Source: an optimization exercise on an open RTL-to-GDS flow (aim: small area). Production flows keep margins and buffers that such runs may drop.
Function was checked by simulation only, so behaviour that the tests miss may differ from the original.
The clock input has no modelled driver; a real chip could not lean on it and would need a root buffer or a full tree.
Power and IR drop assume default switching activity.

## R
Design playFromFile, start of the top module:
module playFromFile(clk, rst, gpioBank1, gpioBank2, gpioBank3);
==> flow/config.mk <==
export PLATFORM = sky130hd
export DESIGN_NAME = playFromFile
export DESIGN_NICKNAME = playFromFile
export VERILOG_FILES = /design/flow/design.v
export SDC_FILE = /design/flow/constraint.sdc
export NUM_CORES = 4
export LEC_CHECK = 0
export CAP_MARGIN = 20
export CORE_MARGIN = 2
export CORE_UTILIZATION = 60
export SLEW_MARGIN = 20
==> flow/constraint.sdc <==
create_clock -name core_clock -period 20.0 [get_ports {clk}]
set_input_delay 4.0000 -clock core_clock [delete_from_list [all_inputs] [get_ports {clk}]]
set_output_delay 4.0000 -clock core_clock [all_outputs]
set_load 0.01 [all_outputs]
standard.sh (not shown) runs the stock make flow with config.mk's settings and CLKGATE_MAP_FILE= SYNTH_SCRIPT=/design/flow/synth_recipe.tcl, a recipe that flattens the netlist after the stock synthesis.
==> flow/flow/run.sh <==
#!/bin/bash
# Standard ORFS layout (the standard.sh) with three changes:
#  - after the standard synthesis, its combinational logic is re-mapped for area by
#    flow/remap.tcl (registers untouched);
#  - a two-level clock tree built by flow/mycts.tcl in place of TritonCTS;
#  - buf_1 cells as the port buffers.
set -o pipefail
export PRE_CTS_TCL=$PWD/flow/cts_hook.tcl
export MYCTS_NET=clk MYCTS_MAX=16 MYCTS_LEAF=sky130_fd_sc_hd__clkbuf_8 MYCTS_ROOT=sky130_fd_sc_hd__clkbuf_2
export BUFFER_PORTS_ARGS="-buffer_cell sky130_fd_sc_hd__buf_1"
bash standard.sh synth > standard_synth.log 2>&1 || exit 1
R=$PWD/orfs/results/$FLOW_PLATFORM/playFromFile/base
cp $R/1_2_yosys.v $PWD/standard_1_2_yosys.v
export REMAP_IN=$PWD/standard_1_2_yosys.v REMAP_OUT=$R/1_2_yosys.v
export REMAP_LIB=$FLOW_HOME/platforms/$FLOW_PLATFORM/lib/sky130_fd_sc_hd__tt_025C_1v80.lib
export REMAP_SCRIPT=$PWD/flow/remap_abc.script
export REMAP_DONT_USE="$(sed -n '/DONT_USE_CELLS *+=/,/^$/p' $FLOW_HOME/platforms/$FLOW_PLATFORM/config.mk | grep -oE 'sky130_fd_sc_hd__[a-z0-9_]+' | tr '\n' ' ')"
YOSYS=$(command -v yosys || echo $FLOW_HOME/../tools/install/yosys/bin/yosys)
$YOSYS -c flow/remap.tcl > remap_yosys.log 2>&1 || exit 1
rm -f $R/1_synth.odb $R/1_synth.sdc
bash standard.sh > standard_run.log 2>&1
Other scripts of this flow, unchanged in this note and not shown: flow/flow/cts_hook.tcl, flow/flow/mycts.tcl, flow/flow/remap.tcl, flow/flow/remap_abc.script
[inputs] P vs R
diff --git a/flow/design.v b/flow/design.v
--- a/flow/design.v
+++ b/flow/design.v
@@ -68,36 +68,36 @@
   always @(posedge clk) if (rst) w_n880 <= 1'b0; else if (end_a) w_n880 <= ~w_n880;
   reg w_n1318;
   always @(posedge clk) if (rst) w_n1318 <= 1'b0; else if (end_e) w_n1318 <= ~w_n1318;
   reg w_met;
   always @(posedge clk) if (rst) w_met <= 1'b0; else if (end_t) w_met <= ~w_met;
   reg w_a4, w_e5;    
   always @(posedge clk) if (rst) w_a4 <= 1'b0; else if (end_a & w_n880) w_a4 <= ~w_a4;
   always @(posedge clk) if (rst) w_e5 <= 1'b0; else if (end_e & w_n1318) w_e5 <= ~w_e5;
   wire st_n440 = one_a & ~w_n880 & w_a4;
   wire st_n659 = one_e & ~w_n1318 & w_e5;
   reg [7:0] q_n440;
-  always @(posedge clk) if (rst) q_n440 <= 8'd1; else if (st_n440) q_n440 <= {q_n440[6:0], q_n440[7] ^ q_n440[5] ^ q_n440[4] ^ q_n440[3]};
+  always @(posedge clk) if (rst) q_n440 <= 8'd17; else if (st_n440) q_n440 <= {q_n440[6:0], q_n440[7] ^ q_n440[5] ^ q_n440[4] ^ q_n440[3]};
   reg [7:0] q_n659;
-  always @(posedge clk) if (rst) q_n659 <= 8'd1; else if (st_n659) q_n659 <= {q_n659[6:0], q_n659[7] ^ q_n659[5] ^ q_n659[4] ^ q_n659[3]};
+  always @(posedge clk) if (rst) q_n659 <= 8'd17; else if (st_n659) q_n659 <= {q_n659[6:0], q_n659[7] ^ q_n659[5] ^ q_n659[4] ^ q_n659[3]};
   reg q0_n880;
   always @* case ({w_a4, w_n880, win_a})
-    3'b000, 3'b001, 3'b011, 3'b110: q0_n880 = q_n440[0] ^ q_n440[2] ^ q_n440[3] ^ q_n440[4];
-    3'b010, 3'b101: q0_n880 = q_n440[2];
-    default: q0_n880 = q_n440[3];
+    3'b000, 3'b001, 3'b011, 3'b110: q0_n880 = q_n440[0] ^ q_n440[5] ^ q_n440[7];
+    3'b010, 3'b101: q0_n880 = q_n440[6];
+    default: q0_n880 = q_n440[7];
   endcase
   reg q0_n1318;
   always @* case ({w_e5, w_n1318, win_e})
-    3'b000, 3'b001, 3'b011, 3'b110: q0_n1318 = q_n659[0] ^ q_n659[2] ^ q_n659[3] ^ q_n659[4];
-    3'b010, 3'b101: q0_n1318 = q_n659[2];
-    default: q0_n1318 = q_n659[3];
+    3'b000, 3'b001, 3'b011, 3'b110: q0_n1318 = q_n659[0] ^ q_n659[5] ^ q_n659[7];
+    3'b010, 3'b101: q0_n1318 = q_n659[6];
+    default: q0_n1318 = q_n659[7];
   endcase
   reg [3:0] Addr;
   wire posMet = one_t & w_met;
   reg fb;
   always @* case (Addr)
     4'd0: fb = 1'b1;
     4'd1: fb = 1'b0;
     4'd2: fb = 1'b1;
     4'd5: fb = 1'b1;
     4'd11: fb = 1'b0;
     4'd6: fb = 1'b1;
@@ -112,16 +112,16 @@
   always @(posedge clk)
     if (rst | (Addr == 4'd14)) Addr <= 4'd0;
     else if (posMet) Addr <= {Addr[2:0], fb};
   assign gpioBank1[0] = w_g4 & (Addr == 4'd0);
   assign gpioBank1[1] = w_a4 & (Addr == 4'd1);
   assign gpioBank1[2] = w_b4 & (Addr == 4'd2);
   assign gpioBank1[3] = w_c5 & (Addr == 4'd5);
   assign gpioBank2[0] = w_d5 & (Addr == 4'd11);
   assign gpioBank2[1] = w_e5 & (Addr == 4'd6);
   assign gpioBank2[2] = w_fs5 & (Addr == 4'd13);
   assign gpioBank2[3] = w_g5 & (Addr == 4'd10);
-  assign gpioBank3[0] = q_n440[0] & (Addr == 4'd4);
-  assign gpioBank3[1] = q_n659[0] & (Addr == 4'd9);
+  assign gpioBank3[0] = q_n440[4] & (Addr == 4'd4);
+  assign gpioBank3[1] = q_n659[4] & (Addr == 4'd9);
   assign gpioBank3[2] = q0_n880 & (Addr == 4'd3);
   assign gpioBank3[3] = q0_n1318 & (Addr == 4'd7);
 endmodule
## What came out
The run showing the greater met2 usage is R. Number of antenna violations at the first check in global routing: P vs R identical. Changes observed in P relative to R: final worst clock skew stayed essentially flat; synthesized cell area stayed essentially flat; power stayed essentially flat. Of the two values seen for slowest cell on the critical path, nor4b_1 was produced by R and or4b_1 by P. Per the comparison of P with R, relative contribution of the clock network to total power increased 0.2 points, wire length now sits lower.
In every run of this note, the design's own scripts or RTL, not TritonCTS, make the clock network.

[what the ideal ports hide]
Ports are ideal in the flow. The routed layouts listed here were re-timed in OpenROAD.
Step 1, drivers: a clkbuf_16 drives clk and a buf_2 each remaining input, both assumed.
Step 2 adds t to the input delays and takes it off the output delays; t is the mean of the earliest and latest rising clock arrival at the registers after step 1. Input paths then give back, and output paths get back, about the clock's delay inside the block.
Slacks: no drivers / after step 1 / after step 2; pairs: no drivers / after step 1.
| run | shift t [ns] | setup slack, ns | hold WS [ns] | worst slew at a driven data input, ns | pins driven straight from the clock port |
|---|---|---|---|---|---|
| R | 0.702 | 13.602 / 13.576 / 13.996 | 0.388 / 0.388 / 0.388 | 0.03 | 1 |
| P | 0.724 | 13.266 / 13.240 / 13.965 | 0.384 / 0.384 / 0.384 | 0.03 | 1 |
After both steps setup and hold are still met in every run listed.
